Source: an optimization exercise on an open RTL-to-GDS flow (aim: small area). Production flows keep margins and buffers that such runs may drop.
Where RTL was checked, it was by simulation tests only, not by an equivalence proof against the original. No driver is modelled on the clock port, so clocking that relies on it looks cheaper here than on a real chip.

==> inputs of trial 31 <==
==> flow/design.v <==
`timescale 1ns/1ps
module axi_bridge (
    input               axi_clk         ,
    input               axi_rst         ,
    input     [31:00]   axi_araddr      ,
    input     [02:00]   axi_arprot      ,
    output reg          axi_arready     ,
    input               axi_arvalid     ,
    output reg[31:00]   axi_rdata       ,
    input               axi_rready      ,
    output    [01:00]   axi_rresp       ,
    output reg          axi_rvalid      ,
    input     [31:00]   axi_awaddr      ,
    input     [02:00]   axi_awprot      ,
    output reg          axi_awready     ,
    input               axi_awvalid     ,
    input     [31:00]   axi_wdata       ,
    output reg          axi_wready      ,
    input     [03:00]   axi_wstrb       ,
    input               axi_wvalid      ,
    input               axi_bready      ,
    output    [01:00]   axi_bresp       ,
    output reg          axi_bvalid      ,
    output reg[31:00]   user_rd_data0   ,
    output reg[31:00]   user_rd_data1   ,
    output reg[31:00]   user_rd_data2   ,
    output reg[31:00]   user_rd_data3   ,
    output reg[31:00]   user_rd_data4   ,
    output reg[31:00]   user_rd_data5   ,
    output reg[31:00]   user_rd_data6   ,
    output reg[31:00]   user_rd_data7   ,
    input     [31:00]   user_wr_data0   ,
    input     [31:00]   user_wr_data1   ,
    input     [31:00]   user_wr_data2   ,
    input     [31:00]   user_wr_data3   ,
    input     [31:00]   user_wr_data4   ,
    input     [31:00]   user_wr_data5   ,
    input     [31:00]   user_wr_data6   ,
    input     [31:00]   user_wr_data7
);
    assign axi_rresp = 2'b00;
    assign axi_bresp = 2'b00;
    reg [255:0] smp_a, smp_b;
    always @(posedge axi_clk) begin
        smp_a <= {user_wr_data7, user_wr_data6, user_wr_data5, user_wr_data4,
                  user_wr_data3, user_wr_data2, user_wr_data1, user_wr_data0};
        smp_b <= smp_a;
    end
    reg  [2:0]  wa;       
    reg         wa_ok;    
    reg [31:0]  write_data;
    reg         write_evt;
    always @(posedge axi_clk or posedge axi_rst) begin
        if (axi_rst) begin
            axi_awready <= 1'b1;
            wa          <= 3'd0;
            wa_ok       <= 1'b1;
        end else begin
            axi_awready <= ~axi_awvalid;
            if (axi_awready && axi_awvalid && axi_awprot == 3'b000) begin
                wa    <= axi_awaddr[4:2];
                wa_ok <= (axi_awaddr[15:5] == 11'd0);
            end
        end
    end
    always @(posedge axi_clk or posedge axi_rst) begin
        if (axi_rst) begin
            axi_wready <= 1'b1;
            write_evt  <= 1'b0;
        end else begin
            axi_wready <= ~axi_wvalid;
            write_evt  <= axi_wready && axi_wvalid && axi_wstrb == 4'hF;
        end
    end
    always @(posedge axi_clk) begin
        if (axi_wready && axi_wvalid && axi_wstrb == 4'hF)
            write_data <= axi_wdata;
    end
    always @(posedge axi_clk or posedge axi_rst) begin
        if (axi_rst)
            axi_bvalid <= 1'b0;
        else if (write_evt)
            axi_bvalid <= 1'b1;
        else if (axi_bready && axi_bvalid)
            axi_bvalid <= 1'b0;
    end
    wire commit = axi_bvalid && axi_bready && wa_ok;
    reg         c0, c1, c2;       
    reg         v0, v1, v2;       
    reg  [2:0]  a0, a1, a2;
    reg [31:0]  e0, e1, e2;
    always @(posedge axi_clk or posedge axi_rst) begin
        if (axi_rst) c0 <= 1'b1;
        else         c0 <= 1'b0;
    end
    always @(posedge axi_clk) begin
        v0 <= commit;
        a0 <= wa;
        e0 <= write_data;
        c1 <= c0; v1 <= v0; a1 <= a0; e1 <= e0;
        c2 <= c1; v2 <= v1; a2 <= a1; e2 <= e1;
    end
    wire [31:0] e2m = c2 ? 32'd0 : e2;
    wire [7:0]  ld;
    genvar gk;
    generate
        for (gk = 0; gk < 8; gk = gk + 1) begin : g_ld
            assign ld[gk] = c2 || (v2 && a2 == gk);
        end
    endgenerate
    always @(posedge axi_clk) begin
        if (ld[0]) user_rd_data0 <= e2m;
        if (ld[1]) user_rd_data1 <= e2m;
        if (ld[2]) user_rd_data2 <= e2m;
        if (ld[3]) user_rd_data3 <= e2m;
        if (ld[4]) user_rd_data4 <= e2m;
        if (ld[5]) user_rd_data5 <= e2m;
        if (ld[6]) user_rd_data6 <= e2m;
        if (ld[7]) user_rd_data7 <= e2m;
    end
    wire [2:0] rw_w  = axi_araddr[4:2];
    wire       rd_hi = axi_araddr[5];
    wire       rd_ok = (axi_araddr[15:6] == 10'd0);
    wire       rd_lo = rd_ok && !rd_hi;
    wire       hit_c = commit && wa == rw_w;
    wire       hit_0 = v0 && a0 == rw_w;
    wire       hit_1 = v1 && a1 == rw_w;
    reg [31:0] smp_w;
    reg        q_b, q_e0, q_e1, q_e2;
    reg  [7:0] q_y;
    reg        rd_evt;
    always @(posedge axi_clk) begin
        smp_w <= smp_b[rw_w*32 +: 32];
        q_b   <= rd_ok && rd_hi;
        q_e0  <= rd_lo && hit_c;
        q_e1  <= rd_lo && !hit_c && !c0 && hit_0;
        q_e2  <= rd_lo && !hit_c && !c0 && !hit_0 && !c1 && hit_1;
        q_y   <= {8{rd_lo && !hit_c && !c0 && !hit_0 && !c1 && !hit_1}} & (8'd1 << rw_w);
    end
    wire [31:0] rd_val =
        ({32{q_b}}    & smp_w) |
        ({32{q_e0}}   & e0) |
        ({32{q_e1}}   & e1) |
        ({32{q_e2}}   & e2) |
        ({32{q_y[0]}} & user_rd_data0) |
        ({32{q_y[1]}} & user_rd_data1) |
        ({32{q_y[2]}} & user_rd_data2) |
        ({32{q_y[3]}} & user_rd_data3) |
        ({32{q_y[4]}} & user_rd_data4) |
        ({32{q_y[5]}} & user_rd_data5) |
        ({32{q_y[6]}} & user_rd_data6) |
        ({32{q_y[7]}} & user_rd_data7);
    always @(posedge axi_clk or posedge axi_rst) begin
        if (axi_rst) begin
            axi_arready <= 1'b1;
            rd_evt      <= 1'b0;
            axi_rvalid  <= 1'b0;
            axi_rdata   <= 32'd0;
        end else begin
            axi_arready <= ~axi_arvalid;
            rd_evt      <= axi_arready && axi_arvalid && axi_arprot == 3'b000;
            if (rd_evt)
                axi_rvalid <= 1'b1;
            else if (axi_rready && axi_rvalid)
                axi_rvalid <= 1'b0;
            if (rd_evt)
                axi_rdata <= rd_val;
        end
    end
endmodule
==> flow/flow/run.sh <==
#!/bin/bash
set -euo pipefail
export BUFFER_PORTS_ARGS="-buffer_cell sky130_fd_sc_hd__buf_1"
export CTS_ARGS="-sink_clustering_enable -repair_clock_nets -dont_use_dummy_load -sink_clustering_size 17 -sink_clustering_max_diameter 70 -buf_list sky130_fd_sc_hd__clkbuf_8"
bash standard.sh finish > flow_make.log 2>&1
==> flow/standard.sh <==
#!/bin/bash
# synth_recipe.tcl (not shown) runs the flow's synth.tcl, then flattens the netlist and writes it again
# the make line also repeats each setting of config.mk as NAME=value (left out here)
make -C /OpenROAD-flow-scripts/flow DESIGN_CONFIG=/design/flow/config.mk WORK_HOME=/design/flow/orfs CLKGATE_MAP_FILE= SYNTH_SCRIPT=/design/flow/synth_recipe.tcl "${@:-finish}"
==> flow/config.mk <==
export PLATFORM = sky130hd
export DESIGN_NAME = axi_bridge
export DESIGN_NICKNAME = axi_bridge
export VERILOG_FILES = /design/flow/design.v
export SDC_FILE = /design/flow/constraint.sdc
export NUM_CORES = 4
export LEC_CHECK = 0
export CAP_MARGIN = 10
export CORE_MARGIN = 2
export CORE_UTILIZATION = 65
export PLACE_DENSITY = 0.8
export SLEW_MARGIN = 10
==> flow/constraint.sdc <==
create_clock -name core_clock -period 5.0 [get_ports {axi_clk}]
set_input_delay 1.0000 -clock core_clock [delete_from_list [all_inputs] [get_ports {axi_clk}]]
set_output_delay 1.0000 -clock core_clock [all_outputs]
set_load 0.01 [all_outputs]
==> build 89: changes against trial 31 <==
--- a/flow/design.v
+++ b/flow/design.v
@@ -123,31 +123,29 @@
     wire       rd_ok = (axi_araddr[15:6] == 10'd0);
-    wire       rd_lo = rd_ok && !rd_hi;
-    wire       hit_c = commit && wa == rw_w;
-    wire       hit_0 = v0 && a0 == rw_w;
-    wire       hit_1 = v1 && a1 == rw_w;
-    reg [31:0] smp_w;
-    reg        q_b, q_e0, q_e1, q_e2;
-    reg  [7:0] q_y;
+    wire        rd_lo   = rd_ok && !rd_hi;
+    wire        hit_c   = commit && wa == rw_w;
+    wire        hit_0   = v0 && a0 == rw_w;
+    wire        hit_1   = v1 && a1 == rw_w;
+    wire        hit_2   = v2 && a2 == rw_w;
+    wire        sel_c   = rd_lo && hit_c;
+    wire        sel_0   = rd_lo && !hit_c && !c0 && hit_0;
+    wire        sel_1   = rd_lo && !hit_c && !c0 && !hit_0 && !c1 && hit_1;
+    wire        sel_2   = rd_lo && !hit_c && !c0 && !hit_0 && !c1 && !hit_1 && !c2 && hit_2;
+    wire        sel_y   = rd_lo && !hit_c && !c0 && !hit_0 && !c1 && !hit_1 && !c2 && !hit_2;
+    wire        sel_b   = rd_ok && rd_hi;
+    wire [255:0] ud_all = {user_rd_data7, user_rd_data6, user_rd_data5, user_rd_data4,
+                           user_rd_data3, user_rd_data2, user_rd_data1, user_rd_data0};
+    reg [31:0] rd_val;
+    integer k;
+    always @(*) begin
+        rd_val = ({32{sel_c}} & write_data) | ({32{sel_0}} & e0) |
+                 ({32{sel_1}} & e1) | ({32{sel_2}} & e2);
+        for (k = 0; k < 8; k = k + 1) begin
+            rd_val = rd_val | ({32{sel_y && rw_w == k}} & ud_all[k*32 +: 32])
+                            | ({32{sel_b && rw_w == k}} & smp_b[k*32 +: 32]);
+        end
+    end
     reg        rd_evt;
-    always @(posedge axi_clk) begin
-        smp_w <= smp_b[rw_w*32 +: 32];
-        q_b   <= rd_ok && rd_hi;
-        q_e0  <= rd_lo && hit_c;
-        q_e1  <= rd_lo && !hit_c && !c0 && hit_0;
-        q_e2  <= rd_lo && !hit_c && !c0 && !hit_0 && !c1 && hit_1;
-        q_y   <= {8{rd_lo && !hit_c && !c0 && !hit_0 && !c1 && !hit_1}} & (8'd1 << rw_w);
-    end
-    wire [31:0] rd_val =
-        ({32{q_b}}    & smp_w) |
-        ({32{q_e0}}   & e0) |
-        ({32{q_e1}}   & e1) |
-        ({32{q_e2}}   & e2) |
-        ({32{q_y[0]}} & user_rd_data0) |
-        ({32{q_y[1]}} & user_rd_data1) |
-        ({32{q_y[2]}} & user_rd_data2) |
-        ({32{q_y[3]}} & user_rd_data3) |
-        ({32{q_y[4]}} & user_rd_data4) |
-        ({32{q_y[5]}} & user_rd_data5) |
-        ({32{q_y[6]}} & user_rd_data6) |
-        ({32{q_y[7]}} & user_rd_data7);
+    reg [31:0] rd_next;
+    always @(posedge axi_clk)
+        rd_next <= rd_val;
     always @(posedge axi_clk or posedge axi_rst) begin
@@ -166,3 +164,3 @@
             if (rd_evt)
-                axi_rdata <= rd_val;
+                axi_rdata <= rd_next;
         end
==> flow/flow/run.sh (replaced) <==
#!/bin/bash
# Standard layout, with the smallest buffer on the ports.
set -euo pipefail
export BUFFER_PORTS_ARGS="-buffer_cell sky130_fd_sc_hd__buf_1"
bash standard.sh finish > flow_make.log 2>&1
CAP_MARGIN = 20   (was 10)
CORE_UTILIZATION = 40   (was 65)
CTS_CLUSTER_DIAMETER = 100   (was unset)
CTS_CLUSTER_SIZE = 30   (was unset)
PLACE_DENSITY = 0.6   (was 0.8)
SLEW_MARGIN = 20   (was 10)
==> trial 8: changes against trial 31 <==
==> flow/flow/run.sh (replaced) <==
#!/bin/bash
# The standard layout (standard.sh, unchanged synthesis and steps) with two
# changes: the port buffers use the smallest buffer cell, and the clock tree
# uses larger sink clusters (30 flip-flops per leaf buffer) without dummy
# loads. The make output goes to flow_make.log; each ORFS step keeps its own
# log under orfs/logs/.
set -euo pipefail
export BUFFER_PORTS_ARGS="-buffer_cell sky130_fd_sc_hd__buf_1"
export CTS_ARGS="-sink_clustering_enable -repair_clock_nets -dont_use_dummy_load -sink_clustering_size 30 -sink_clustering_max_diameter 100"
bash standard.sh finish > flow_make.log 2>&1
==> trial 18: changes against trial 31 <==
--- a/flow/design.v
+++ b/flow/design.v
@@ -123,31 +123,30 @@
     wire       rd_ok = (axi_araddr[15:6] == 10'd0);
-    wire       rd_lo = rd_ok && !rd_hi;
-    wire       hit_c = commit && wa == rw_w;
-    wire       hit_0 = v0 && a0 == rw_w;
-    wire       hit_1 = v1 && a1 == rw_w;
-    reg [31:0] smp_w;
-    reg        q_b, q_e0, q_e1, q_e2;
-    reg  [7:0] q_y;
+    reg [31:0] ud_sel;
+    always @(*) begin
+        case (rw_w)
+            3'd0: ud_sel = user_rd_data0;
+            3'd1: ud_sel = user_rd_data1;
+            3'd2: ud_sel = user_rd_data2;
+            3'd3: ud_sel = user_rd_data3;
+            3'd4: ud_sel = user_rd_data4;
+            3'd5: ud_sel = user_rd_data5;
+            3'd6: ud_sel = user_rd_data6;
+            default: ud_sel = user_rd_data7;
+        endcase
+    end
+    wire [31:0] smp_sel = smp_b[rw_w*32 +: 32];
+    wire [31:0] rw_val =
+        (commit && wa == rw_w) ? write_data :
+        c0                     ? 32'd0 :
+        (v0 && a0 == rw_w)     ? e0 :
+        c1                     ? 32'd0 :
+        (v1 && a1 == rw_w)     ? e1 :
+        c2                     ? 32'd0 :
+        (v2 && a2 == rw_w)     ? e2 :
+                                 ud_sel;
+    wire [31:0] rd_val = !rd_ok ? 32'd0 : rd_hi ? smp_sel : rw_val;
     reg        rd_evt;
-    always @(posedge axi_clk) begin
-        smp_w <= smp_b[rw_w*32 +: 32];
-        q_b   <= rd_ok && rd_hi;
-        q_e0  <= rd_lo && hit_c;
-        q_e1  <= rd_lo && !hit_c && !c0 && hit_0;
-        q_e2  <= rd_lo && !hit_c && !c0 && !hit_0 && !c1 && hit_1;
-        q_y   <= {8{rd_lo && !hit_c && !c0 && !hit_0 && !c1 && !hit_1}} & (8'd1 << rw_w);
-    end
-    wire [31:0] rd_val =
-        ({32{q_b}}    & smp_w) |
-        ({32{q_e0}}   & e0) |
-        ({32{q_e1}}   & e1) |
-        ({32{q_e2}}   & e2) |
-        ({32{q_y[0]}} & user_rd_data0) |
-        ({32{q_y[1]}} & user_rd_data1) |
-        ({32{q_y[2]}} & user_rd_data2) |
-        ({32{q_y[3]}} & user_rd_data3) |
-        ({32{q_y[4]}} & user_rd_data4) |
-        ({32{q_y[5]}} & user_rd_data5) |
-        ({32{q_y[6]}} & user_rd_data6) |
-        ({32{q_y[7]}} & user_rd_data7);
+    reg [31:0] rd_next;
+    always @(posedge axi_clk)
+        rd_next <= rd_val;
     always @(posedge axi_clk or posedge axi_rst) begin
@@ -166,3 +165,3 @@
             if (rd_evt)
-                axi_rdata <= rd_val;
+                axi_rdata <= rd_next;
         end
==> flow/run.sh (new file) <==
#!/bin/bash
# synth_recipe.tcl (not shown) runs the flow's synth.tcl, then flattens the netlist and writes it again
# the make line also repeats each setting of config.mk as NAME=value (left out here)
make -C /OpenROAD-flow-scripts/flow DESIGN_CONFIG=/design/flow/config.mk WORK_HOME=/design/flow/orfs CLKGATE_MAP_FILE= SYNTH_SCRIPT=/design/flow/synth_recipe.tcl finish
ABC_AREA = 1   (was unset)
CAP_MARGIN = 20   (was 10)
CORE_UTILIZATION = 40   (was 65)
CTS_BUF_LIST = sky130_fd_sc_hd__clkbuf_4 sky130_fd_sc_hd__clkbuf_8   (was unset)
PLACE_DENSITY = 0.6   (was 0.8)
SLEW_MARGIN = 20   (was 10)
removed: flow/flow/run.sh
removed: flow/standard.sh
==> summary of the runs <==
Between trial 31 and build 89, the lower non-clock buffer count is in trial 31 (gap 40).
Register-to-register slack: build 89 is worse than trial 18 (0.50 ns).
Of trial 8 and trial 31, trial 31 has the higher hold slack (gap 0.037 ns).
Critical path depth: build 89 is higher than trial 31 (6).
The lowest fmax belongs to build 89, the highest to trial 8.
For build 89, only the layout was checked, not whether the RTL still works.

-- separate check: timing with driven ports --
How much do the figures lean on ideal ports? The routed layouts below were timed once more, with nothing changed but the port constraints.
Step 1, drivers: a clkbuf_16 drives axi_clk and a buf_2 each remaining input, both assumed.
Step 2 adds t to the input delays and takes it off the output delays; t is the mean of the earliest and latest rising clock arrival at the registers after step 1. Input paths then give back, and output paths get back, about the clock's delay inside the block.
a / b / c = ideal ports / drivers / drivers and shift; a / b = the first two.
| run | t (ns) | slack for setup (ns) | worst setup path after step 2 |
|---|---|---|---|
| trial 31 | 0.698 | 2.361 / 2.361 / 1.985 | input to register |
| build 89 | 0.676 | 1.343 / 1.373 / 0.697 | input to register |
| trial 8 | 0.638 | 2.363 / 2.363 / 1.989 | input to register |
| trial 18 | 0.843 | 2.008 / 2.023 / 1.180 | input to register |
After both steps every run listed still meets setup and hold. The setup slack of trial 18, which loses most, moves by +0.015 ns with the drivers and by -0.828 ns with both steps.
